Background: an optimization exercise with open tools, aiming at small area, a short achievable clock period and few clock cycles. Do not read the settings as production practice.
Function was checked by simulation only, so behaviour that the tests miss may differ from the original.
Power is estimated from default activity; no workload was simulated.

## flow/run.sh

```bash
#!/bin/bash
# synth_recipe.tcl (not shown) runs the flow's synth.tcl, then flattens the netlist and writes it again
# the make line also repeats each setting of config.mk as NAME=value (left out here)
make -C /OpenROAD-flow-scripts/flow DESIGN_CONFIG=/design/flow/config.mk WORK_HOME=/design/flow/orfs CLKGATE_MAP_FILE= SYNTH_SCRIPT=/design/flow/synth_recipe.tcl finish
```

## flow/constraint.sdc

```tcl
create_clock -name core_clock -period 32.0 [get_ports {clk}]
set_input_delay 6.4000 -clock core_clock [delete_from_list [all_inputs] [get_ports {clk}]]
set_output_delay 6.4000 -clock core_clock [all_outputs]
set_load 0.01 [all_outputs]
```

## flow/design.v

```verilog
module D_FF (q, d, reset, clk);
	output logic q;
	input logic d, reset, clk;
	always_ff @(posedge clk)
		if (reset)
			q <= 0;  
		else
			q <= d;  
endmodule
module FF_en(q, d, en, reset, clk);
	output q;
	input d, en, reset, clk;
	wire dat;
	D_FF ff(.q, .d(dat), .reset, .clk);
	NAND_MUX_2x1 muxs(.out(dat), .select(en), .invSelect(~en), .in({d, q}));
endmodule
module NAND_MUX_2x1(out, select, invSelect, in);
	output out;
	input select, invSelect;
	input [1:0] in;
	wire one, zero;
	nand oneNand(one, select, in[1]);
	nand zeroNand(zero, invSelect, in[0]);
	nand sumNand(out, one, zero);
endmodule
module NAND_MUX_4x1(out, select, invSelect, in);
	output out;
	input [1:0] select, invSelect;
	input [3:0] in;
	wire three, two, one, zero;
	nand zeroNand(zero, in[0], invSelect[1], invSelect[0]);
	nand oneNand(one, in[1], invSelect[1], select[0]);
	nand twoNand(two, in[2], select[1], invSelect[0]);
	nand threeNand(three, in[3], select[1], select[0]);
	nand sumNand(out, three, two, one, zero);
endmodule
module adderC65 (val1, val2, Cin, valOut);
	input logic [64:0] val1, val2;
	input logic Cin;
	output logic [64:0] valOut; 
	logic [64:0] cinToCout;
	genvar i;
	generate
		for(i=0; i<64; i++) begin : eachAdder
			full_adder adder(.S(valOut[i+1]), .Cout(cinToCout[i+1]), .A(val1[i+1]), .B(val2[i+1]), .Cin(cinToCout[i]));
		end
	endgenerate
	full_adder startAdder(.S(valOut[0]), .Cout(cinToCout[0]), .A(val1[0]), .B(val2[0]), .Cin);
endmodule
module divider1(quotient, valid_out, divisor, dividend, valid_in, rst, clk);
	output [63:0] quotient;
	output valid_out;
	input [63:0] divisor, dividend;
	input valid_in, rst, clk;
	wire [64:0] opA, opB, opC;
	assign quotient=opC[63:0];
	wire divisor_msb, divident_msb;
	logic latch_inputs;
	wire [63:0] dividend_r, divisor_r;
	registerX64 dividendReg(.outs(dividend_r[63:0]), .ins(dividend[63:0]), .en(latch_inputs), .rst, .clk);
	registerX64 divisorReg(.outs(divisor_r[63:0]), .ins(divisor[63:0]), .en(latch_inputs), .rst, .clk);
	logic opA_sel;
	logic[1:0] opB_sel, opC_sel;
  logic [64:0] opCnegated;
	logic [64:0] opA_mux, opB_mux, opC_mux, add_out;
	mux_2x1_X65 muxA(.outs(opA_mux), .select(opA_sel), .invSelect(~opA_sel), .ins({divisor_r[63], divisor_r[63:0], add_out}));
	mux_4x1_X65 muxB(.outs(opB_mux), .select(opB_sel), .invSelect(~opB_sel), .ins({65'h0, opC[64:0], add_out[64:0], add_out[63:0], opC[64]}));
  always_comb begin
    if(opC_sel == 3) begin
      opC_mux = 0;
    end
    else if (opC_sel == 2) begin
      opC_mux[64] = dividend_r[63];
      opC_mux[63:0] = dividend_r;
    end
    else if (opC_sel == 1) begin
      opC_mux = add_out;
    end
    else begin
      opC_mux[0] = ~add_out[64];
      opC_mux[64:1] = opC[63:0];
    end
  end
	logic opA_ld, opB_ld, opC_ld;
	registerX65 regA(.outs(opA), .ins(opA_mux), .en(opA_ld), .rst, .clk);
	registerX65 regB(.outs(opB), .ins(opB_mux), .en(opB_ld), .rst, .clk);
	registerX65 regC(.outs(opC), .ins(opC_mux), .en(opC_ld), .rst, .clk);
	logic opA_inv, opB_inv;
	wire [64:0] opA_inv_buf, opB_inv_buf;
	assign opA_inv_buf[64:0]={65{opA_inv}};
	assign opB_inv_buf[64:0]={65{opB_inv}};
	logic opA_clr_l, opB_clr_l;
	wire [64:0] opA_clr_buf, opB_clr_buf;
	assign opA_clr_buf[64:0]={65{~opA_clr_l}};
	assign opB_clr_buf[64:0]={65{~opB_clr_l}};
	wire [64:0] opA_xnor, opB_xnor;
	xnorifier xnorA(.outs(opA_xnor[63:0]), .ins1(opA_inv_buf[63:0]), .ins0(opA[63:0]));	xnor(opA_xnor[64], opA_inv_buf[64], opA[64]);
	xnorifier xnorB(.outs(opB_xnor[63:0]), .ins1(opB_inv_buf[63:0]), .ins0(opB[63:0]));	xnor(opB_xnor[64], opB_inv_buf[64], opB[64]);
	wire [64:0] add_in0, add_in1;
	norifier norA(.outs(add_in0[63:0]), .ins1(opA_xnor[63:0]), .ins0(opA_clr_buf[63:0]));	nor(add_in0[64], opA_xnor[64], opA_clr_buf[64]);
	norifier norB(.outs(add_in1[63:0]), .ins1(opB_xnor[63:0]), .ins0(opB_clr_buf[63:0]));	nor(add_in1[64], opB_xnor[64], opB_clr_buf[64]);
	logic adder_cin;
	adderC65 adder(.val1(add_in0[64:0]), .val2(add_in1[64:0]), .Cin(adder_cin), .valOut(add_out[64:0]));
	wire adder_result_is_neg_i, opA_is_neg_i, opC_is_neg_i;
	assign adder_result_is_neg_i=add_out[64];
	assign opA_is_neg_i=opA[64];
	assign opC_is_neg_i=opC[64];
	reg q_neg;
	reg r_neg;
	logic neg_ld;
	reg add_neg_last;
	localparam [6:0] WAIT = 7'b0000000, START = 7'b0000001, NEG0 = 7'b0000010, NEG1 = 7'b0000011, SHIFT = 7'b0000100, CALC0 = 7'b0000101, CALC1 = 7'b0000110, CALC2 = 7'b0000111, CALC3 = 7'b0001000, CALC4 = 7'b0001001, CALC5 = 7'b0001010, CALC6 = 7'b0001011, CALC7 = 7'b0001100, CALC8 = 7'b0001101, CALC9 = 7'b0001110, CALC10 = 7'b0001111,
  CALC11 = 7'b0010000, CALC12 = 7'b0010001, CALC13 = 7'b0010010, CALC14 = 7'b0010011, CALC15 = 7'b0010100, CALC16 = 7'b0010101, CALC17 = 7'b0010110, CALC18 = 7'b0010111, CALC19 = 7'b0011000, CALC20 = 7'b0011001, CALC21 = 7'b0011010, CALC22 = 7'b0011011, CALC23 = 7'b0011100, CALC24 = 7'b0011101, CALC25 = 7'b0011110, CALC26 = 7'b0011111,
  CALC27 = 7'b0100000, CALC28 = 7'b0100001, CALC29 = 7'b0100010, CALC30 = 7'b0100011, CALC31 = 7'b0100100, CALC32 = 7'b0100101, CALC33 = 7'b0100110, CALC34 = 7'b0100111, CALC35 = 7'b0101000, CALC36 = 7'b0101001, CALC37 = 7'b0101010, CALC38 = 7'b0101011, CALC39 = 7'b0101100, CALC40 = 7'b0101101, CALC41 = 7'b0101110, CALC42 = 7'b0101111,
  CALC43 = 7'b0110000, CALC44 = 7'b0110001, CALC45 = 7'b0110010, CALC46 = 7'b0110011, CALC47 = 7'b0110100, CALC48 = 7'b0110101, CALC49 = 7'b0110110, CALC50 = 7'b0110111, CALC51 = 7'b0111000, CALC52 = 7'b0111001, CALC53 = 7'b0111010, CALC54 = 7'b0111011, CALC55 = 7'b0111100, CALC56 = 7'b0111101, CALC57 = 7'b0111110, CALC58 = 7'b0111111,
  CALC59 = 7'b1000000, CALC60 = 7'b1000001, CALC61 = 7'b1000010, CALC62 = 7'b1000011, CALC63 = 7'b1000100, CALC64 = 7'b1000101, REPAIR = 7'b1000110, REMAIN = 7'b1000111, QUOT = 7'b1001000, DONE = 7'b1001001;
  logic [6:0] state, next_state;
	always_ff @(posedge clk) begin
		add_neg_last <= adder_result_is_neg_i;
	if (neg_ld) begin
			q_neg <= opA_is_neg_i ^ opC_is_neg_i;  
			r_neg <= opC_is_neg_i;  
		end 
	end
  always_ff @(posedge clk) begin
		if(rst)
      state <= WAIT;
    else
      state <= next_state;
  end
	always_comb begin
		opA_sel = 1'b0;
		opA_ld = 1'b0;
		opA_inv = !add_neg_last;
		opA_clr_l = 1'b1;
		opB_sel[1:0] = 2'b0;
		opB_ld = 1'b1;
		opB_inv = 1'b0;
		opB_clr_l = 1'b1;
		opC_sel[1:0] = 2'h0;
		opC_ld = 1'b1;
		adder_cin = !add_neg_last;
		neg_ld = 1'b0;
		latch_inputs = 1'b0;
		next_state = WAIT;
		case (state)
			WAIT: begin
				if (valid_in) begin
					next_state = START;
				end
					latch_inputs = 1'b1;
			end
			START: begin
				next_state = NEG0;
				opA_sel = 1'b1;
				opA_ld = 1'b1;
				opB_ld = 1'b0;
				opC_sel[1:0] = 2'h2;
				opC_ld = 1'b1;
			end
			NEG0: begin  
				next_state = NEG1;
				opA_ld = opA_is_neg_i;
				opA_inv = 1'b1;
				opB_sel[1:0] = 2'h2;
				opB_clr_l = 1'b0;
				opC_ld = 1'b0;
				adder_cin = 1'b1;
				neg_ld = 1'b1;
			end
			NEG1: begin  
				next_state = SHIFT;
				opA_clr_l = 1'b0;
				opB_ld = 1'b0;
				opB_inv = 1'b1;
				opC_sel[1:0] = 2'h1;
				opC_ld = opC_is_neg_i;
				adder_cin = 1'b1;
			end
			SHIFT: begin
				next_state = CALC0;
				opA_clr_l = 1'b0;
				opB_clr_l = 1'b0;
				adder_cin = 1'b0;
			end
			CALC0: next_state = CALC1;
			CALC1: next_state = CALC2;
			CALC2: next_state = CALC3;
			CALC3: next_state = CALC4;
			CALC4: next_state = CALC5;
			CALC5: next_state = CALC6;
			CALC6: next_state = CALC7;
			CALC7: next_state = CALC8;
			CALC8: next_state = CALC9;
			CALC9: next_state = CALC10;
			CALC10: next_state = CALC11;
			CALC11: next_state = CALC12;
			CALC12: next_state = CALC13;
			CALC13: next_state = CALC14;
			CALC14: next_state = CALC15;
			CALC15: next_state = CALC16;
			CALC16: next_state = CALC17;
			CALC17: next_state = CALC18;
			CALC18: next_state = CALC19;
			CALC19: next_state = CALC20;
			CALC20: next_state = CALC21;
			CALC21: next_state = CALC22;
			CALC22: next_state = CALC23;
			CALC23: next_state = CALC24;
			CALC24: next_state = CALC25;
			CALC25: next_state = CALC26;
			CALC26: next_state = CALC27;
			CALC27: next_state = CALC28;
			CALC28: next_state = CALC29;
			CALC29: next_state = CALC30;
			CALC30: next_state = CALC31;
			CALC31: next_state = CALC32;
			CALC32: next_state = CALC33;
			CALC33: next_state = CALC34;
			CALC34: next_state = CALC35;
			CALC35: next_state = CALC36;
			CALC36: next_state = CALC37;
			CALC37: next_state = CALC38;
			CALC38: next_state = CALC39;
			CALC39: next_state = CALC40;
			CALC40: next_state = CALC41;
			CALC41: next_state = CALC42;
			CALC42: next_state = CALC43;
			CALC43: next_state = CALC44;
			CALC44: next_state = CALC45;
			CALC45: next_state = CALC46;
			CALC46: next_state = CALC47;
			CALC47: next_state = CALC48;
			CALC48: next_state = CALC49;
			CALC49: next_state = CALC50;
			CALC50: next_state = CALC51;
			CALC51: next_state = CALC52;
			CALC52: next_state = CALC53;
			CALC53: next_state = CALC54;
			CALC54: next_state = CALC55;
			CALC55: next_state = CALC56;
			CALC56: next_state = CALC57;
			CALC57: next_state = CALC58;
			CALC58: next_state = CALC59;
			CALC59: next_state = CALC60;
			CALC60: next_state = CALC61;
			CALC61: next_state = CALC62;
			CALC62: next_state = CALC63;
			CALC63: next_state = CALC64;
			CALC64: begin
				next_state = REPAIR;
				opB_sel[1:0] = 2'h1;
			end
			REPAIR: begin
				next_state = REMAIN;
				opA_inv = 1'b0;
				opB_sel[1:0] = 2'h1;
				opC_ld = 1'b0;
				adder_cin = 1'b0;
				opB_ld = add_neg_last;
			end
			REMAIN: begin
				next_state = QUOT;
				opA_ld = 1'b1;
				opA_clr_l = 1'b0;
				opB_sel[1:0] = 2'h2;
				opC_ld = 1'b0;
				opB_inv = r_neg;
				adder_cin = r_neg;
			end
			QUOT: begin
				next_state = DONE;
				opA_clr_l = 1'b0;
				opB_inv = 1'b1;
				opB_ld = 1'b0;
				opC_sel[1:0] = 2'h1;
				adder_cin = 1'b1;
				opC_ld = q_neg;
			end
			DONE: begin
				next_state = WAIT;
				opA_ld = 1'b0;
				opB_ld = 1'b0;
				opC_ld = 1'b0;
			end
		endcase
	end
	assign valid_out = (state==DONE);
endmodule
module full_adder(S, Cout, A, B, Cin);
	output S, Cout;
	input A, B, Cin;
	wire AB, AC, BC;
	xor sum(S, A, B, Cin);
	nand ab(AB, A, B);
	nand ac(AC, A, Cin);
	nand bc(BC, B, Cin);
	nand abc(Cout, AB, AC, BC);
endmodule
module mux_2x1_X65(outs, select, invSelect, ins);
	output [64:0] outs;
	input select, invSelect;
	input [1:0][64:0] ins;
		NAND_MUX_2x1 m7(.out(outs[7]), .select, .invSelect, .in({ins[1][7], ins[0][7]}));
	NAND_MUX_2x1 m6(.out(outs[6]), .select, .invSelect, .in({ins[1][6], ins[0][6]}));
	NAND_MUX_2x1 m5(.out(outs[5]), .select, .invSelect, .in({ins[1][5], ins[0][5]}));
	NAND_MUX_2x1 m4(.out(outs[4]), .select, .invSelect, .in({ins[1][4], ins[0][4]}));
	NAND_MUX_2x1 m3(.out(outs[3]), .select, .invSelect, .in({ins[1][3], ins[0][3]}));
	NAND_MUX_2x1 m2(.out(outs[2]), .select, .invSelect, .in({ins[1][2], ins[0][2]}));
	NAND_MUX_2x1 m1(.out(outs[1]), .select, .invSelect, .in({ins[1][1], ins[0][1]}));
	NAND_MUX_2x1 m0(.out(outs[0]), .select, .invSelect, .in({ins[1][0], ins[0][0]}));
		NAND_MUX_2x1 m15(.out(outs[15]), .select, .invSelect, .in({ins[1][15], ins[0][15]}));
	NAND_MUX_2x1 m14(.out(outs[14]), .select, .invSelect, .in({ins[1][14], ins[0][14]}));
	NAND_MUX_2x1 m13(.out(outs[13]), .select, .invSelect, .in({ins[1][13], ins[0][13]}));
	NAND_MUX_2x1 m12(.out(outs[12]), .select, .invSelect, .in({ins[1][12], ins[0][12]}));
	NAND_MUX_2x1 m11(.out(outs[11]), .select, .invSelect, .in({ins[1][11], ins[0][11]}));
	NAND_MUX_2x1 m10(.out(outs[10]), .select, .invSelect, .in({ins[1][10], ins[0][10]}));
	NAND_MUX_2x1 m9(.out(outs[9]), .select, .invSelect, .in({ins[1][9], ins[0][9]}));
	NAND_MUX_2x1 m8(.out(outs[8]), .select, .invSelect, .in({ins[1][8], ins[0][8]}));
		NAND_MUX_2x1 m23(.out(outs[23]), .select, .invSelect, .in({ins[1][23], ins[0][23]}));
	NAND_MUX_2x1 m22(.out(outs[22]), .select, .invSelect, .in({ins[1][22], ins[0][22]}));
	NAND_MUX_2x1 m21(.out(outs[21]), .select, .invSelect, .in({ins[1][21], ins[0][21]}));
	NAND_MUX_2x1 m20(.out(outs[20]), .select, .invSelect, .in({ins[1][20], ins[0][20]}));
	NAND_MUX_2x1 m19(.out(outs[19]), .select, .invSelect, .in({ins[1][19], ins[0][19]}));
	NAND_MUX_2x1 m18(.out(outs[18]), .select, .invSelect, .in({ins[1][18], ins[0][18]}));
	NAND_MUX_2x1 m17(.out(outs[17]), .select, .invSelect, .in({ins[1][17], ins[0][17]}));
	NAND_MUX_2x1 m16(.out(outs[16]), .select, .invSelect, .in({ins[1][16], ins[0][16]}));
		NAND_MUX_2x1 m31(.out(outs[31]), .select, .invSelect, .in({ins[1][31], ins[0][31]}));
	NAND_MUX_2x1 m30(.out(outs[30]), .select, .invSelect, .in({ins[1][30], ins[0][30]}));
	NAND_MUX_2x1 m29(.out(outs[29]), .select, .invSelect, .in({ins[1][29], ins[0][29]}));
	NAND_MUX_2x1 m28(.out(outs[28]), .select, .invSelect, .in({ins[1][28], ins[0][28]}));
	NAND_MUX_2x1 m27(.out(outs[27]), .select, .invSelect, .in({ins[1][27], ins[0][27]}));
	NAND_MUX_2x1 m26(.out(outs[26]), .select, .invSelect, .in({ins[1][26], ins[0][26]}));
	NAND_MUX_2x1 m25(.out(outs[25]), .select, .invSelect, .in({ins[1][25], ins[0][25]}));
	NAND_MUX_2x1 m24(.out(outs[24]), .select, .invSelect, .in({ins[1][24], ins[0][24]}));
		NAND_MUX_2x1 m39(.out(outs[39]), .select, .invSelect, .in({ins[1][39], ins[0][39]}));
	NAND_MUX_2x1 m38(.out(outs[38]), .select, .invSelect, .in({ins[1][38], ins[0][38]}));
	NAND_MUX_2x1 m37(.out(outs[37]), .select, .invSelect, .in({ins[1][37], ins[0][37]}));
	NAND_MUX_2x1 m36(.out(outs[36]), .select, .invSelect, .in({ins[1][36], ins[0][36]}));
	NAND_MUX_2x1 m35(.out(outs[35]), .select, .invSelect, .in({ins[1][35], ins[0][35]}));
	NAND_MUX_2x1 m34(.out(outs[34]), .select, .invSelect, .in({ins[1][34], ins[0][34]}));
	NAND_MUX_2x1 m33(.out(outs[33]), .select, .invSelect, .in({ins[1][33], ins[0][33]}));
	NAND_MUX_2x1 m32(.out(outs[32]), .select, .invSelect, .in({ins[1][32], ins[0][32]}));
		NAND_MUX_2x1 m47(.out(outs[47]), .select, .invSelect, .in({ins[1][47], ins[0][47]}));
	NAND_MUX_2x1 m46(.out(outs[46]), .select, .invSelect, .in({ins[1][46], ins[0][46]}));
	NAND_MUX_2x1 m45(.out(outs[45]), .select, .invSelect, .in({ins[1][45], ins[0][45]}));
	NAND_MUX_2x1 m44(.out(outs[44]), .select, .invSelect, .in({ins[1][44], ins[0][44]}));
	NAND_MUX_2x1 m43(.out(outs[43]), .select, .invSelect, .in({ins[1][43], ins[0][43]}));
	NAND_MUX_2x1 m42(.out(outs[42]), .select, .invSelect, .in({ins[1][42], ins[0][42]}));
	NAND_MUX_2x1 m41(.out(outs[41]), .select, .invSelect, .in({ins[1][41], ins[0][41]}));
	NAND_MUX_2x1 m40(.out(outs[40]), .select, .invSelect, .in({ins[1][40], ins[0][40]}));
		NAND_MUX_2x1 m55(.out(outs[55]), .select, .invSelect, .in({ins[1][55], ins[0][55]}));
	NAND_MUX_2x1 m54(.out(outs[54]), .select, .invSelect, .in({ins[1][54], ins[0][54]}));
	NAND_MUX_2x1 m53(.out(outs[53]), .select, .invSelect, .in({ins[1][53], ins[0][53]}));
	NAND_MUX_2x1 m52(.out(outs[52]), .select, .invSelect, .in({ins[1][52], ins[0][52]}));
	NAND_MUX_2x1 m51(.out(outs[51]), .select, .invSelect, .in({ins[1][51], ins[0][51]}));
	NAND_MUX_2x1 m50(.out(outs[50]), .select, .invSelect, .in({ins[1][50], ins[0][50]}));
	NAND_MUX_2x1 m49(.out(outs[49]), .select, .invSelect, .in({ins[1][49], ins[0][49]}));
	NAND_MUX_2x1 m48(.out(outs[48]), .select, .invSelect, .in({ins[1][48], ins[0][48]}));
		NAND_MUX_2x1 m63(.out(outs[63]), .select, .invSelect, .in({ins[1][63], ins[0][63]}));
	NAND_MUX_2x1 m62(.out(outs[62]), .select, .invSelect, .in({ins[1][62], ins[0][62]}));
	NAND_MUX_2x1 m61(.out(outs[61]), .select, .invSelect, .in({ins[1][61], ins[0][61]}));
	NAND_MUX_2x1 m60(.out(outs[60]), .select, .invSelect, .in({ins[1][60], ins[0][60]}));
	NAND_MUX_2x1 m59(.out(outs[59]), .select, .invSelect, .in({ins[1][59], ins[0][59]}));
	NAND_MUX_2x1 m58(.out(outs[58]), .select, .invSelect, .in({ins[1][58], ins[0][58]}));
	NAND_MUX_2x1 m57(.out(outs[57]), .select, .invSelect, .in({ins[1][57], ins[0][57]}));
	NAND_MUX_2x1 m56(.out(outs[56]), .select, .invSelect, .in({ins[1][56], ins[0][56]}));
		NAND_MUX_2x1 m64(.out(outs[64]), .select, .invSelect, .in({ins[1][64], ins[0][64]}));
endmodule
module mux_4x1_X65(outs, select, invSelect, ins);
	output [64:0] outs;
	input [1:0] select, invSelect;
	input [3:0][64:0] ins;
		NAND_MUX_4x1 m7(.out(outs[7]), .select, .invSelect, .in({ins[3][7], ins[2][7], ins[1][7], ins[0][7]}));
	NAND_MUX_4x1 m6(.out(outs[6]), .select, .invSelect, .in({ins[3][6], ins[2][6], ins[1][6], ins[0][6]}));
	NAND_MUX_4x1 m5(.out(outs[5]), .select, .invSelect, .in({ins[3][5], ins[2][5], ins[1][5], ins[0][5]}));
	NAND_MUX_4x1 m4(.out(outs[4]), .select, .invSelect, .in({ins[3][4], ins[2][4], ins[1][4], ins[0][4]}));
	NAND_MUX_4x1 m3(.out(outs[3]), .select, .invSelect, .in({ins[3][3], ins[2][3], ins[1][3], ins[0][3]}));
	NAND_MUX_4x1 m2(.out(outs[2]), .select, .invSelect, .in({ins[3][2], ins[2][2], ins[1][2], ins[0][2]}));
	NAND_MUX_4x1 m1(.out(outs[1]), .select, .invSelect, .in({ins[3][1], ins[2][1], ins[1][1], ins[0][1]}));
	NAND_MUX_4x1 m0(.out(outs[0]), .select, .invSelect, .in({ins[3][0], ins[2][0], ins[1][0], ins[0][0]}));
		NAND_MUX_4x1 m15(.out(outs[15]), .select, .invSelect, .in({ins[3][15], ins[2][15], ins[1][7], ins[0][15]}));
	NAND_MUX_4x1 m14(.out(outs[14]), .select, .invSelect, .in({ins[3][14], ins[2][14], ins[1][7], ins[0][14]}));
	NAND_MUX_4x1 m13(.out(outs[13]), .select, .invSelect, .in({ins[3][13], ins[2][13], ins[1][7], ins[0][13]}));
	NAND_MUX_4x1 m12(.out(outs[12]), .select, .invSelect, .in({ins[3][12], ins[2][12], ins[1][7], ins[0][12]}));
	NAND_MUX_4x1 m11(.out(outs[11]), .select, .invSelect, .in({ins[3][11], ins[2][11], ins[1][7], ins[0][11]}));
	NAND_MUX_4x1 m10(.out(outs[10]), .select, .invSelect, .in({ins[3][10], ins[2][10], ins[1][7], ins[0][10]}));
	NAND_MUX_4x1 m9(.out(outs[9]), .select, .invSelect, .in({ins[3][9], ins[2][9], ins[1][7], ins[0][9]}));
	NAND_MUX_4x1 m8(.out(outs[8]), .select, .invSelect, .in({ins[3][8], ins[2][8], ins[1][7], ins[0][8]}));
		NAND_MUX_4x1 m23(.out(outs[23]), .select, .invSelect, .in({ins[3][23], ins[2][23], ins[1][23], ins[0][23]}));
	NAND_MUX_4x1 m22(.out(outs[22]), .select, .invSelect, .in({ins[3][22], ins[2][22], ins[1][22], ins[0][22]}));
	NAND_MUX_4x1 m21(.out(outs[21]), .select, .invSelect, .in({ins[3][21], ins[2][21], ins[1][21], ins[0][21]}));
	NAND_MUX_4x1 m20(.out(outs[20]), .select, .invSelect, .in({ins[3][20], ins[2][20], ins[1][20], ins[0][20]}));
	NAND_MUX_4x1 m19(.out(outs[19]), .select, .invSelect, .in({ins[3][19], ins[2][19], ins[1][19], ins[0][19]}));
	NAND_MUX_4x1 m18(.out(outs[18]), .select, .invSelect, .in({ins[3][18], ins[2][18], ins[1][18], ins[0][18]}));
	NAND_MUX_4x1 m17(.out(outs[17]), .select, .invSelect, .in({ins[3][17], ins[2][17], ins[1][17], ins[0][17]}));
	NAND_MUX_4x1 m16(.out(outs[16]), .select, .invSelect, .in({ins[3][16], ins[2][16], ins[1][16], ins[0][16]}));
		NAND_MUX_4x1 m31(.out(outs[31]), .select, .invSelect, .in({ins[3][31], ins[2][31], ins[1][31], ins[0][31]}));
	NAND_MUX_4x1 m30(.out(outs[30]), .select, .invSelect, .in({ins[3][30], ins[2][30], ins[1][30], ins[0][30]}));
	NAND_MUX_4x1 m29(.out(outs[29]), .select, .invSelect, .in({ins[3][29], ins[2][29], ins[1][29], ins[0][29]}));
	NAND_MUX_4x1 m28(.out(outs[28]), .select, .invSelect, .in({ins[3][28], ins[2][28], ins[1][28], ins[0][28]}));
	NAND_MUX_4x1 m27(.out(outs[27]), .select, .invSelect, .in({ins[3][27], ins[2][27], ins[1][27], ins[0][27]}));
	NAND_MUX_4x1 m26(.out(outs[26]), .select, .invSelect, .in({ins[3][26], ins[2][26], ins[1][26], ins[0][26]}));
	NAND_MUX_4x1 m25(.out(outs[25]), .select, .invSelect, .in({ins[3][25], ins[2][25], ins[1][25], ins[0][25]}));
	NAND_MUX_4x1 m24(.out(outs[24]), .select, .invSelect, .in({ins[3][24], ins[2][24], ins[1][24], ins[0][24]}));
		NAND_MUX_4x1 m39(.out(outs[39]), .select, .invSelect, .in({ins[3][39], ins[2][39], ins[1][39], ins[0][39]}));
	NAND_MUX_4x1 m38(.out(outs[38]), .select, .invSelect, .in({ins[3][38], ins[2][38], ins[1][38], ins[0][38]}));
	NAND_MUX_4x1 m37(.out(outs[37]), .select, .invSelect, .in({ins[3][37], ins[2][37], ins[1][37], ins[0][37]}));
	NAND_MUX_4x1 m36(.out(outs[36]), .select, .invSelect, .in({ins[3][36], ins[2][36], ins[1][36], ins[0][36]}));
	NAND_MUX_4x1 m35(.out(outs[35]), .select, .invSelect, .in({ins[3][35], ins[2][35], ins[1][35], ins[0][35]}));
	NAND_MUX_4x1 m34(.out(outs[34]), .select, .invSelect, .in({ins[3][34], ins[2][34], ins[1][34], ins[0][34]}));
	NAND_MUX_4x1 m33(.out(outs[33]), .select, .invSelect, .in({ins[3][33], ins[2][33], ins[1][33], ins[0][33]}));
	NAND_MUX_4x1 m32(.out(outs[32]), .select, .invSelect, .in({ins[3][32], ins[2][32], ins[1][32], ins[0][32]}));
		NAND_MUX_4x1 m47(.out(outs[47]), .select, .invSelect, .in({ins[3][47], ins[2][47], ins[1][47], ins[0][47]}));
	NAND_MUX_4x1 m46(.out(outs[46]), .select, .invSelect, .in({ins[3][46], ins[2][46], ins[1][46], ins[0][46]}));
	NAND_MUX_4x1 m45(.out(outs[45]), .select, .invSelect, .in({ins[3][45], ins[2][45], ins[1][45], ins[0][45]}));
	NAND_MUX_4x1 m44(.out(outs[44]), .select, .invSelect, .in({ins[3][44], ins[2][44], ins[1][44], ins[0][44]}));
	NAND_MUX_4x1 m43(.out(outs[43]), .select, .invSelect, .in({ins[3][43], ins[2][43], ins[1][43], ins[0][43]}));
	NAND_MUX_4x1 m42(.out(outs[42]), .select, .invSelect, .in({ins[3][42], ins[2][42], ins[1][42], ins[0][42]}));
	NAND_MUX_4x1 m41(.out(outs[41]), .select, .invSelect, .in({ins[3][41], ins[2][41], ins[1][41], ins[0][41]}));
	NAND_MUX_4x1 m40(.out(outs[40]), .select, .invSelect, .in({ins[3][40], ins[2][40], ins[1][40], ins[0][40]}));
		NAND_MUX_4x1 m55(.out(outs[55]), .select, .invSelect, .in({ins[3][55], ins[2][55], ins[1][55], ins[0][55]}));
	NAND_MUX_4x1 m54(.out(outs[54]), .select, .invSelect, .in({ins[3][54], ins[2][54], ins[1][54], ins[0][54]}));
	NAND_MUX_4x1 m53(.out(outs[53]), .select, .invSelect, .in({ins[3][53], ins[2][53], ins[1][53], ins[0][53]}));
	NAND_MUX_4x1 m52(.out(outs[52]), .select, .invSelect, .in({ins[3][52], ins[2][52], ins[1][52], ins[0][52]}));
	NAND_MUX_4x1 m51(.out(outs[51]), .select, .invSelect, .in({ins[3][51], ins[2][51], ins[1][51], ins[0][51]}));
	NAND_MUX_4x1 m50(.out(outs[50]), .select, .invSelect, .in({ins[3][50], ins[2][50], ins[1][50], ins[0][50]}));
	NAND_MUX_4x1 m49(.out(outs[49]), .select, .invSelect, .in({ins[3][49], ins[2][49], ins[1][49], ins[0][49]}));
	NAND_MUX_4x1 m48(.out(outs[48]), .select, .invSelect, .in({ins[3][48], ins[2][48], ins[1][48], ins[0][48]}));
		NAND_MUX_4x1 m63(.out(outs[63]), .select, .invSelect, .in({ins[3][63], ins[2][63], ins[1][63], ins[0][63]}));
	NAND_MUX_4x1 m62(.out(outs[62]), .select, .invSelect, .in({ins[3][62], ins[2][62], ins[1][62], ins[0][62]}));
	NAND_MUX_4x1 m61(.out(outs[61]), .select, .invSelect, .in({ins[3][61], ins[2][61], ins[1][61], ins[0][61]}));
	NAND_MUX_4x1 m60(.out(outs[60]), .select, .invSelect, .in({ins[3][60], ins[2][60], ins[1][60], ins[0][60]}));
	NAND_MUX_4x1 m59(.out(outs[59]), .select, .invSelect, .in({ins[3][59], ins[2][59], ins[1][59], ins[0][59]}));
	NAND_MUX_4x1 m58(.out(outs[58]), .select, .invSelect, .in({ins[3][58], ins[2][58], ins[1][58], ins[0][58]}));
	NAND_MUX_4x1 m57(.out(outs[57]), .select, .invSelect, .in({ins[3][57], ins[2][57], ins[1][57], ins[0][57]}));
	NAND_MUX_4x1 m56(.out(outs[56]), .select, .invSelect, .in({ins[3][56], ins[2][56], ins[1][56], ins[0][56]}));
		NAND_MUX_4x1 m64(.out(outs[64]), .select, .invSelect, .in({ins[3][64], ins[2][64], ins[1][64], ins[0][64]}));
endmodule
module norifier(outs, ins1, ins0);
	output [63:0] outs;
	input [63:0] ins1, ins0;
		nor oa7(outs[7], ins1[7], ins0[7]);
	nor oa6(outs[6], ins1[6], ins0[6]);
	nor oa5(outs[5], ins1[5], ins0[5]);
	nor oa4(outs[4], ins1[4], ins0[4]);
	nor oa3(outs[3], ins1[3], ins0[3]);
	nor oa2(outs[2], ins1[2], ins0[2]);
	nor oa1(outs[1], ins1[1], ins0[1]);
	nor oa0(outs[0], ins1[0], ins0[0]);
		nor oa15(outs[15], ins1[15], ins0[15]);
	nor oa14(outs[14], ins1[14], ins0[14]);
	nor oa13(outs[13], ins1[13], ins0[13]);
	nor oa12(outs[12], ins1[12], ins0[12]);
	nor oa11(outs[11], ins1[11], ins0[11]);
	nor oa10(outs[10], ins1[10], ins0[10]);
	nor oa9(outs[9], ins1[9], ins0[9]);
	nor oa8(outs[8], ins1[8], ins0[8]);
		nor oa23(outs[23], ins1[23], ins0[23]);
	nor oa22(outs[22], ins1[22], ins0[22]);
	nor oa21(outs[21], ins1[21], ins0[21]);
	nor oa20(outs[20], ins1[20], ins0[20]);
	nor oa19(outs[19], ins1[19], ins0[19]);
	nor oa18(outs[18], ins1[18], ins0[18]);
	nor oa17(outs[17], ins1[17], ins0[17]);
	nor oa16(outs[16], ins1[16], ins0[16]);
		nor oa31(outs[31], ins1[31], ins0[31]);
	nor oa30(outs[30], ins1[30], ins0[30]);
	nor oa29(outs[29], ins1[29], ins0[29]);
	nor oa28(outs[28], ins1[28], ins0[28]);
	nor oa27(outs[27], ins1[27], ins0[27]);
	nor oa26(outs[26], ins1[26], ins0[26]);
	nor oa25(outs[25], ins1[25], ins0[25]);
	nor oa24(outs[24], ins1[24], ins0[24]);
		nor oa39(outs[39], ins1[39], ins0[39]);
	nor oa38(outs[38], ins1[38], ins0[38]);
	nor oa37(outs[37], ins1[37], ins0[37]);
	nor oa36(outs[36], ins1[36], ins0[36]);
	nor oa35(outs[35], ins1[35], ins0[35]);
	nor oa34(outs[34], ins1[34], ins0[34]);
	nor oa33(outs[33], ins1[33], ins0[33]);
	nor oa32(outs[32], ins1[32], ins0[32]);
		nor oa47(outs[47], ins1[47], ins0[47]);
	nor oa46(outs[46], ins1[46], ins0[46]);
	nor oa45(outs[45], ins1[45], ins0[45]);
	nor oa44(outs[44], ins1[44], ins0[44]);
	nor oa43(outs[43], ins1[43], ins0[43]);
	nor oa42(outs[42], ins1[42], ins0[42]);
	nor oa41(outs[41], ins1[41], ins0[41]);
	nor oa40(outs[40], ins1[40], ins0[40]);
		nor oa55(outs[55], ins1[55], ins0[55]);
	nor oa54(outs[54], ins1[54], ins0[54]);
	nor oa53(outs[53], ins1[53], ins0[53]);
	nor oa52(outs[52], ins1[52], ins0[52]);
	nor oa51(outs[51], ins1[51], ins0[51]);
	nor oa50(outs[50], ins1[50], ins0[50]);
	nor oa49(outs[49], ins1[49], ins0[49]);
	nor oa48(outs[48], ins1[48], ins0[48]);
		nor oa63(outs[63], ins1[63], ins0[63]);
	nor oa62(outs[62], ins1[62], ins0[62]);
	nor oa61(outs[61], ins1[61], ins0[61]);
	nor oa60(outs[60], ins1[60], ins0[60]);
	nor oa59(outs[59], ins1[59], ins0[59]);
	nor oa58(outs[58], ins1[58], ins0[58]);
	nor oa57(outs[57], ins1[57], ins0[57]);
	nor oa56(outs[56], ins1[56], ins0[56]);
endmodule
module registerX64(outs, ins, en, rst, clk);
	output [63:0] outs;
	input [63:0] ins;
	input en, rst, clk;
		FF_en r7(.q(outs[7]), .d(ins[7]), .en, .reset(rst), .clk);
	FF_en r6(.q(outs[6]), .d(ins[6]), .en, .reset(rst), .clk);
	FF_en r5(.q(outs[5]), .d(ins[5]), .en, .reset(rst), .clk);
	FF_en r4(.q(outs[4]), .d(ins[4]), .en, .reset(rst), .clk);
	FF_en r3(.q(outs[3]), .d(ins[3]), .en, .reset(rst), .clk);
	FF_en r2(.q(outs[2]), .d(ins[2]), .en, .reset(rst), .clk);
	FF_en r1(.q(outs[1]), .d(ins[1]), .en, .reset(rst), .clk);
	FF_en r0(.q(outs[0]), .d(ins[0]), .en, .reset(rst), .clk);
		FF_en r15(.q(outs[15]), .d(ins[15]), .en, .reset(rst), .clk);
	FF_en r14(.q(outs[14]), .d(ins[14]), .en, .reset(rst), .clk);
	FF_en r13(.q(outs[13]), .d(ins[13]), .en, .reset(rst), .clk);
	FF_en r12(.q(outs[12]), .d(ins[12]), .en, .reset(rst), .clk);
	FF_en r11(.q(outs[11]), .d(ins[11]), .en, .reset(rst), .clk);
	FF_en r10(.q(outs[10]), .d(ins[10]), .en, .reset(rst), .clk);
	FF_en r9(.q(outs[9]), .d(ins[9]), .en, .reset(rst), .clk);
	FF_en r8(.q(outs[8]), .d(ins[8]), .en, .reset(rst), .clk);
		FF_en r23(.q(outs[23]), .d(ins[23]), .en, .reset(rst), .clk);
	FF_en r22(.q(outs[22]), .d(ins[22]), .en, .reset(rst), .clk);
	FF_en r21(.q(outs[21]), .d(ins[21]), .en, .reset(rst), .clk);
	FF_en r20(.q(outs[20]), .d(ins[20]), .en, .reset(rst), .clk);
	FF_en r19(.q(outs[19]), .d(ins[19]), .en, .reset(rst), .clk);
	FF_en r18(.q(outs[18]), .d(ins[18]), .en, .reset(rst), .clk);
	FF_en r17(.q(outs[17]), .d(ins[17]), .en, .reset(rst), .clk);
	FF_en r16(.q(outs[16]), .d(ins[16]), .en, .reset(rst), .clk);
		FF_en r31(.q(outs[31]), .d(ins[31]), .en, .reset(rst), .clk);
	FF_en r30(.q(outs[30]), .d(ins[30]), .en, .reset(rst), .clk);
	FF_en r29(.q(outs[29]), .d(ins[29]), .en, .reset(rst), .clk);
	FF_en r28(.q(outs[28]), .d(ins[28]), .en, .reset(rst), .clk);
	FF_en r27(.q(outs[27]), .d(ins[27]), .en, .reset(rst), .clk);
	FF_en r26(.q(outs[26]), .d(ins[26]), .en, .reset(rst), .clk);
	FF_en r25(.q(outs[25]), .d(ins[25]), .en, .reset(rst), .clk);
	FF_en r24(.q(outs[24]), .d(ins[24]), .en, .reset(rst), .clk);
		FF_en r39(.q(outs[39]), .d(ins[39]), .en, .reset(rst), .clk);
	FF_en r38(.q(outs[38]), .d(ins[38]), .en, .reset(rst), .clk);
	FF_en r37(.q(outs[37]), .d(ins[37]), .en, .reset(rst), .clk);
	FF_en r36(.q(outs[36]), .d(ins[36]), .en, .reset(rst), .clk);
	FF_en r35(.q(outs[35]), .d(ins[35]), .en, .reset(rst), .clk);
	FF_en r34(.q(outs[34]), .d(ins[34]), .en, .reset(rst), .clk);
	FF_en r33(.q(outs[33]), .d(ins[33]), .en, .reset(rst), .clk);
	FF_en r32(.q(outs[32]), .d(ins[32]), .en, .reset(rst), .clk);
		FF_en r47(.q(outs[47]), .d(ins[47]), .en, .reset(rst), .clk);
	FF_en r46(.q(outs[46]), .d(ins[46]), .en, .reset(rst), .clk);
	FF_en r45(.q(outs[45]), .d(ins[45]), .en, .reset(rst), .clk);
	FF_en r44(.q(outs[44]), .d(ins[44]), .en, .reset(rst), .clk);
	FF_en r43(.q(outs[43]), .d(ins[43]), .en, .reset(rst), .clk);
	FF_en r42(.q(outs[42]), .d(ins[42]), .en, .reset(rst), .clk);
	FF_en r41(.q(outs[41]), .d(ins[41]), .en, .reset(rst), .clk);
	FF_en r40(.q(outs[40]), .d(ins[40]), .en, .reset(rst), .clk);
		FF_en r55(.q(outs[55]), .d(ins[55]), .en, .reset(rst), .clk);
	FF_en r54(.q(outs[54]), .d(ins[54]), .en, .reset(rst), .clk);
	FF_en r53(.q(outs[53]), .d(ins[53]), .en, .reset(rst), .clk);
	FF_en r52(.q(outs[52]), .d(ins[52]), .en, .reset(rst), .clk);
	FF_en r51(.q(outs[51]), .d(ins[51]), .en, .reset(rst), .clk);
	FF_en r50(.q(outs[50]), .d(ins[50]), .en, .reset(rst), .clk);
	FF_en r49(.q(outs[49]), .d(ins[49]), .en, .reset(rst), .clk);
	FF_en r48(.q(outs[48]), .d(ins[48]), .en, .reset(rst), .clk);
		FF_en r63(.q(outs[63]), .d(ins[63]), .en, .reset(rst), .clk);
	FF_en r62(.q(outs[62]), .d(ins[62]), .en, .reset(rst), .clk);
	FF_en r61(.q(outs[61]), .d(ins[61]), .en, .reset(rst), .clk);
	FF_en r60(.q(outs[60]), .d(ins[60]), .en, .reset(rst), .clk);
	FF_en r59(.q(outs[59]), .d(ins[59]), .en, .reset(rst), .clk);
	FF_en r58(.q(outs[58]), .d(ins[58]), .en, .reset(rst), .clk);
	FF_en r57(.q(outs[57]), .d(ins[57]), .en, .reset(rst), .clk);
	FF_en r56(.q(outs[56]), .d(ins[56]), .en, .reset(rst), .clk);
endmodule
module registerX65(outs, ins, en, rst, clk);
	output [64:0] outs;
	input [64:0] ins;
	input en, rst, clk;
		FF_en r7(.q(outs[7]), .d(ins[7]), .en, .reset(rst), .clk);
	FF_en r6(.q(outs[6]), .d(ins[6]), .en, .reset(rst), .clk);
	FF_en r5(.q(outs[5]), .d(ins[5]), .en, .reset(rst), .clk);
	FF_en r4(.q(outs[4]), .d(ins[4]), .en, .reset(rst), .clk);
	FF_en r3(.q(outs[3]), .d(ins[3]), .en, .reset(rst), .clk);
	FF_en r2(.q(outs[2]), .d(ins[2]), .en, .reset(rst), .clk);
	FF_en r1(.q(outs[1]), .d(ins[1]), .en, .reset(rst), .clk);
	FF_en r0(.q(outs[0]), .d(ins[0]), .en, .reset(rst), .clk);
		FF_en r15(.q(outs[15]), .d(ins[15]), .en, .reset(rst), .clk);
	FF_en r14(.q(outs[14]), .d(ins[14]), .en, .reset(rst), .clk);
	FF_en r13(.q(outs[13]), .d(ins[13]), .en, .reset(rst), .clk);
	FF_en r12(.q(outs[12]), .d(ins[12]), .en, .reset(rst), .clk);
	FF_en r11(.q(outs[11]), .d(ins[11]), .en, .reset(rst), .clk);
	FF_en r10(.q(outs[10]), .d(ins[10]), .en, .reset(rst), .clk);
	FF_en r9(.q(outs[9]), .d(ins[9]), .en, .reset(rst), .clk);
	FF_en r8(.q(outs[8]), .d(ins[8]), .en, .reset(rst), .clk);
		FF_en r23(.q(outs[23]), .d(ins[23]), .en, .reset(rst), .clk);
	FF_en r22(.q(outs[22]), .d(ins[22]), .en, .reset(rst), .clk);
	FF_en r21(.q(outs[21]), .d(ins[21]), .en, .reset(rst), .clk);
	FF_en r20(.q(outs[20]), .d(ins[20]), .en, .reset(rst), .clk);
	FF_en r19(.q(outs[19]), .d(ins[19]), .en, .reset(rst), .clk);
	FF_en r18(.q(outs[18]), .d(ins[18]), .en, .reset(rst), .clk);
	FF_en r17(.q(outs[17]), .d(ins[17]), .en, .reset(rst), .clk);
	FF_en r16(.q(outs[16]), .d(ins[16]), .en, .reset(rst), .clk);
		FF_en r31(.q(outs[31]), .d(ins[31]), .en, .reset(rst), .clk);
	FF_en r30(.q(outs[30]), .d(ins[30]), .en, .reset(rst), .clk);
	FF_en r29(.q(outs[29]), .d(ins[29]), .en, .reset(rst), .clk);
	FF_en r28(.q(outs[28]), .d(ins[28]), .en, .reset(rst), .clk);
	FF_en r27(.q(outs[27]), .d(ins[27]), .en, .reset(rst), .clk);
	FF_en r26(.q(outs[26]), .d(ins[26]), .en, .reset(rst), .clk);
	FF_en r25(.q(outs[25]), .d(ins[25]), .en, .reset(rst), .clk);
	FF_en r24(.q(outs[24]), .d(ins[24]), .en, .reset(rst), .clk);
		FF_en r39(.q(outs[39]), .d(ins[39]), .en, .reset(rst), .clk);
	FF_en r38(.q(outs[38]), .d(ins[38]), .en, .reset(rst), .clk);
	FF_en r37(.q(outs[37]), .d(ins[37]), .en, .reset(rst), .clk);
	FF_en r36(.q(outs[36]), .d(ins[36]), .en, .reset(rst), .clk);
	FF_en r35(.q(outs[35]), .d(ins[35]), .en, .reset(rst), .clk);
	FF_en r34(.q(outs[34]), .d(ins[34]), .en, .reset(rst), .clk);
	FF_en r33(.q(outs[33]), .d(ins[33]), .en, .reset(rst), .clk);
	FF_en r32(.q(outs[32]), .d(ins[32]), .en, .reset(rst), .clk);
		FF_en r47(.q(outs[47]), .d(ins[47]), .en, .reset(rst), .clk);
	FF_en r46(.q(outs[46]), .d(ins[46]), .en, .reset(rst), .clk);
	FF_en r45(.q(outs[45]), .d(ins[45]), .en, .reset(rst), .clk);
	FF_en r44(.q(outs[44]), .d(ins[44]), .en, .reset(rst), .clk);
	FF_en r43(.q(outs[43]), .d(ins[43]), .en, .reset(rst), .clk);
	FF_en r42(.q(outs[42]), .d(ins[42]), .en, .reset(rst), .clk);
	FF_en r41(.q(outs[41]), .d(ins[41]), .en, .reset(rst), .clk);
	FF_en r40(.q(outs[40]), .d(ins[40]), .en, .reset(rst), .clk);
		FF_en r55(.q(outs[55]), .d(ins[55]), .en, .reset(rst), .clk);
	FF_en r54(.q(outs[54]), .d(ins[54]), .en, .reset(rst), .clk);
	FF_en r53(.q(outs[53]), .d(ins[53]), .en, .reset(rst), .clk);
	FF_en r52(.q(outs[52]), .d(ins[52]), .en, .reset(rst), .clk);
	FF_en r51(.q(outs[51]), .d(ins[51]), .en, .reset(rst), .clk);
	FF_en r50(.q(outs[50]), .d(ins[50]), .en, .reset(rst), .clk);
	FF_en r49(.q(outs[49]), .d(ins[49]), .en, .reset(rst), .clk);
	FF_en r48(.q(outs[48]), .d(ins[48]), .en, .reset(rst), .clk);
		FF_en r63(.q(outs[63]), .d(ins[63]), .en, .reset(rst), .clk);
	FF_en r62(.q(outs[62]), .d(ins[62]), .en, .reset(rst), .clk);
	FF_en r61(.q(outs[61]), .d(ins[61]), .en, .reset(rst), .clk);
	FF_en r60(.q(outs[60]), .d(ins[60]), .en, .reset(rst), .clk);
	FF_en r59(.q(outs[59]), .d(ins[59]), .en, .reset(rst), .clk);
	FF_en r58(.q(outs[58]), .d(ins[58]), .en, .reset(rst), .clk);
	FF_en r57(.q(outs[57]), .d(ins[57]), .en, .reset(rst), .clk);
	FF_en r56(.q(outs[56]), .d(ins[56]), .en, .reset(rst), .clk);
		FF_en r64(.q(outs[64]), .d(ins[64]), .en, .reset(rst), .clk);
endmodule
module xnorifier(outs, ins1, ins0);
	output [63:0] outs;
	input [63:0] ins1, ins0;
		xnor  xoa7(outs[7], ins1[7], ins0[7]);
	xnor xoa6(outs[6], ins1[6], ins0[6]);
	xnor xoa5(outs[5], ins1[5], ins0[5]);
	xnor xoa4(outs[4], ins1[4], ins0[4]);
	xnor xoa3(outs[3], ins1[3], ins0[3]);
	xnor xoa2(outs[2], ins1[2], ins0[2]);
	xnor xoa1(outs[1], ins1[1], ins0[1]);
	xnor xoa0(outs[0], ins1[0], ins0[0]);
		xnor xoa15(outs[15], ins1[15], ins0[15]);
	xnor xoa14(outs[14], ins1[14], ins0[14]);
	xnor xoa13(outs[13], ins1[13], ins0[13]);
	xnor xoa12(outs[12], ins1[12], ins0[12]);
	xnor xoa11(outs[11], ins1[11], ins0[11]);
	xnor xoa10(outs[10], ins1[10], ins0[10]);
	xnor xoa9(outs[9], ins1[9], ins0[9]);
	xnor xoa8(outs[8], ins1[8], ins0[8]);
		xnor xoa23(outs[23], ins1[23], ins0[23]);
	xnor xoa22(outs[22], ins1[22], ins0[22]);
	xnor xoa21(outs[21], ins1[21], ins0[21]);
	xnor xoa20(outs[20], ins1[20], ins0[20]);
	xnor xoa19(outs[19], ins1[19], ins0[19]);
	xnor xoa18(outs[18], ins1[18], ins0[18]);
	xnor xoa17(outs[17], ins1[17], ins0[17]);
	xnor xoa16(outs[16], ins1[16], ins0[16]);
		xnor xoa31(outs[31], ins1[31], ins0[31]);
	xnor xoa30(outs[30], ins1[30], ins0[30]);
	xnor xoa29(outs[29], ins1[29], ins0[29]);
	xnor xoa28(outs[28], ins1[28], ins0[28]);
	xnor xoa27(outs[27], ins1[27], ins0[27]);
	xnor xoa26(outs[26], ins1[26], ins0[26]);
	xnor xoa25(outs[25], ins1[25], ins0[25]);
	xnor xoa24(outs[24], ins1[24], ins0[24]);
		xnor xoa39(outs[39], ins1[39], ins0[39]);
	xnor xoa38(outs[38], ins1[38], ins0[38]);
	xnor xoa37(outs[37], ins1[37], ins0[37]);
	xnor xoa36(outs[36], ins1[36], ins0[36]);
	xnor xoa35(outs[35], ins1[35], ins0[35]);
	xnor xoa34(outs[34], ins1[34], ins0[34]);
	xnor xoa33(outs[33], ins1[33], ins0[33]);
	xnor xoa32(outs[32], ins1[32], ins0[32]);
		xnor xoa47(outs[47], ins1[47], ins0[47]);
	xnor xoa46(outs[46], ins1[46], ins0[46]);
	xnor xoa45(outs[45], ins1[45], ins0[45]);
	xnor xoa44(outs[44], ins1[44], ins0[44]);
	xnor xoa43(outs[43], ins1[43], ins0[43]);
	xnor xoa42(outs[42], ins1[42], ins0[42]);
	xnor xoa41(outs[41], ins1[41], ins0[41]);
	xnor xoa40(outs[40], ins1[40], ins0[40]);
		xnor xoa55(outs[55], ins1[55], ins0[55]);
	xnor xoa54(outs[54], ins1[54], ins0[54]);
	xnor xoa53(outs[53], ins1[53], ins0[53]);
	xnor xoa52(outs[52], ins1[52], ins0[52]);
	xnor xoa51(outs[51], ins1[51], ins0[51]);
	xnor xoa50(outs[50], ins1[50], ins0[50]);
	xnor xoa49(outs[49], ins1[49], ins0[49]);
	xnor xoa48(outs[48], ins1[48], ins0[48]);
		xnor xoa63(outs[63], ins1[63], ins0[63]);
	xnor xoa62(outs[62], ins1[62], ins0[62]);
	xnor xoa61(outs[61], ins1[61], ins0[61]);
	xnor xoa60(outs[60], ins1[60], ins0[60]);
	xnor xoa59(outs[59], ins1[59], ins0[59]);
	xnor xoa58(outs[58], ins1[58], ins0[58]);
	xnor xoa57(outs[57], ins1[57], ins0[57]);
	xnor xoa56(outs[56], ins1[56], ins0[56]);
endmodule
```

## flow/config.mk

```make
export PLATFORM = sky130hd
export DESIGN_NAME = divider1
export DESIGN_NICKNAME = divider1
export VERILOG_FILES = /design/flow/design.v
export SDC_FILE = /design/flow/constraint.sdc
export NUM_CORES = 8
export LEC_CHECK = 0
export CAP_MARGIN = 20
export CORE_MARGIN = 2
export CORE_UTILIZATION = 40
export SLEW_MARGIN = 20
```

==> impl_metrics.toml <==
[outcome]
status = "no timing/DRC/antenna violations"

[synth]
syn_avg_cell_area_um2 = 7.96
syn-num-nets = 2459
synth_flop_cell = "dfxtp_1"
synth_area_mm2 = 0.0180
ys_async_sr_fraction_pct = 0
synth_cells = 2264
yosysWarningCount = 2
synth_seq_area_share_pct = 37.1
synth_seq_cells = 333
synth.distinct_cells = 64
synth-edff-count = 2

[sta]
worst_slew_pin_slew_ps = 981
fin_crit_sh_pct = 89.5
max_freq_mhz = 34.9
fin_setup_tns_ps = 0
rsz0062_at_grt = "no"
period_needed_ps = 28630
fin_hold_ws_ps = 456
fin_skew_ps = 26.2
final-max-slew-violation-count = 0
max_slew_margin_pct = 34.6
setup_viol = 0
finalHoldViolations = 0

[global_route]
grt_pass1_wl_um = 83700
grt_pass1_vias = 15200
gr-total-overflow = 0
grt_antenna_before_repair = 0
grt_usage_pct = 22.0
grt_start_max_net_pins = 196

[final_layout]
layout_commonest_cell = "nand2_1"
fin_util_pct = 47.1
syn2layout_area_growth_pct = 15.8
design_area_mm2 = 0.0209
n_antenna_cell = 0
layout_common_cells = "nand2_1, nor2_1, dfxtp_1"
drive_gt1_share_pct = 5.26
layout.nets = 2447

[hold_path]
min_path_cells = 2
holdCritPathClass = "flop to flop"

[cts]
cts_buffer_depth = 3
cts.sinks = 333
clock-root-buffer = "clkbuf_16"
cts_buffers = 39
path_clk_slew_ps = 60
hold_buffers = 0
cts_tree = "yes"
clkLatencyLatePin_ps = 570
htreeDepth = 2
postCtsSetupBuffers = 0
ctsResizeCount = 0

[setup_path]
path_buf_inv = 4
cpMostUsedCell = "fa_1"
worstPathRequired_ps = 32390
cp_slowest_cell = "dfxtp_1"
cp-end-kind = "flop"
critPathTopFamily = "adder cells"
slowest_delay_ps = 910
cp.arrival_ps = 29020
worstPathMaxFanout = 46
crit_type = "flop to flop"
start_kind = "flop"
r2r.worst_path.cells = 76
path_depth = 76

[detailed_routing]
vias = 15700
ant_nets = 0
dr.pass1.iters = 5
drc = 0
dr.first_iter.drc_count = 1257
drt_wl_total_um = 52700
vias_per_cell = 5.47
wl_per_cell_um = 18.3

[placement]
dp_hpwl_um = 34200
place_area_mm2 = 0.0196
port_buffers = 195
gp_congestion = 0.892

[power_and_ir_drop]
p_per_area_mw_per_mm2 = 111
p_seq_share_pct = 26.7
p_switching_mw = 1.01
clkPwrFrac_pct = 19.4
max-vdd-ir-drop_v = 0.0000510
intPower_mw = 1.32
pwr-share-comb_pct = 53.9
swShare_pct = 43.2
leakagePower_nw = 7.81

[job]
maxCapViolCount = 0

[die]
rows = 77
core_mm2 = 0.0443
die_area_mm2 = 0.0468
die_w_um = 216
die_y_um = 216
start_util_pct = 40.7
io_pins = 196
Yosys cell counts (all sizes together) (2+ instances only):
cell type,count,area (um2)
nand2,406,1520
nor2,384,1450
dfxtp,331,6630
a21oi,201,1020
a211oi,185,1440
buf,162,992
xnor2,129,1130
clkbuf,107,403
fa,64,1280
a221oi,63,552
o22ai,60,375
o21ai,57,289
nor3,19,106
and2,7,43.8
nand3,6,30.0
nor3b,6,61.3
o211ai,6,45.0
xor2,6,52.6
a311oi,5,43.8
nand3b,5,50.1
a21o,4,30.0
and3,4,25.0
mux2i,4,40.0
or3,4,30.0
and4b,3,30.0
inv,3,11.3
nand4,3,18.8
nor4,3,33.8
a22oi,2,15.0
a31oi,2,12.5
a32oi,2,25.0
edfxtp,2,60.1
nand4bb,2,22.5
nor2b,2,12.5
or3b,2,17.5
stage by stage:
stage | total power, mW | setup slack (ps) | cells
after floorplan | 1.54 | 5350 | 2264
after global placement | 1.87 | 3860 | 2803
after detailed placement | 1.88 | 3540 | 2803
after CTS | 2.34 | 3450 | 2874
after global routing | 2.50 | 2430 | 2874
final | 2.33 | 3370 | 2874
power groups by stage:
stage | Combinational [mW] | Clock [mW] | Sequential, mW
6_report | 1.25 | 0.452 | 0.622
5_1_grt | 1.39 | 0.478 | 0.633
4_1_cts | 1.26 | 0.461 | 0.622
3_5_place_dp | 1.25 | 0 | 0.630
3_3_place_gp | 1.24 | 0 | 0.629
2_1_floorplan | 0.952 | 0 | 0.585
worst paths after layout:
check	start	end	slack, ps
min	flop	flop	460
min reg2reg	flop	flop	460
max	state[1]$_SDFF_PP0_	flop	3370
max reg2reg	state[1]$_SDFF_PP0_	flop	3370
kinds of logic (layout without fill, tap and decap cells):
kind of cell,Yosys count,in the layout,synth area share (%)
AO/OA/AOI/OAI,592,592,21.6
XOR/XNOR,135,135,6.56
adder cells (fa/ha/maj),65,65,7.16
buffers and inverters,272,290,7.80
flip-flops,333,333,37.1
multiplexers,5,5,0.285
AND/OR/NAND/NOR,862,862,19.5
cell type report:
type / instances / area, um2
fillers: 4396 / 23400
well taps: 592 / 741
flip-flops and latches: 333 / 6690
clock inverters: 13 / 140
repair buffers: 216 / 2130
clock buffers: 58 / 1170
multi-input cells: 1659 / 10000
inverters: 3 / 11.3
per-layer routing:
| layer | share of wire (%) | vias to the layer above | GRT usage, % |
|---|---|---|---|
| met5 | 0 | - | 0 |
| met4 | 2.6 | 0 | 6.62 |
| met3 | 5.3 | 88 | 3.52 |
| met2 | 47 | 398 | 36.5 |
| met1 | 45 | 7565 | 29.6 |
| li1 | - | 7683 | - |
worst register-to-register path: cells and delay by family, from the launching register on:
kind            cells  cell delay, ps
compound gates      3             480
fa+ha+maj          64           25050
buf+inv             4             700
flops               1             910
mux                 1             280
simple gates        4            1060
Testbench counts, summed over its fixed seeds: cycles 87,600.

re-timing with driven ports:
The results above use ideal ports. As a check the final layout listed here was re-extracted and re-timed, cells and wires unchanged.
Step 1 (the two cells are an assumption about what drives the block):
set clk [get_ports {clk}]
set_driving_cell -lib_cell sky130_fd_sc_hd__clkbuf_16 $clk
set_driving_cell -lib_cell sky130_fd_sc_hd__buf_2 [delete_from_list [all_inputs] $clk]
Step 2 adds t to the input delays and takes it off the output delays; t is the mean of the earliest and latest rising clock arrival at the registers after step 1. Input paths then give back, and output paths get back, about the clock's delay inside the block.
Slacks: ideal / step 1 / step 2; pairs: ideal / step 1.
shift t [ns]: 0.608
setup WS [ns]: 3.373 / 3.373 / 3.373
latest minus earliest clock arrival (ns): 0.027 / 0.026
worst register clock-pin slew, ns: 0.06 / 0.06
cell pins on the clock port's net: 1
After both steps setup and hold are still met in this run. For this run, drivers alone change the setup slack by 0.000 ns; drivers and shift together by 0.000 ns.
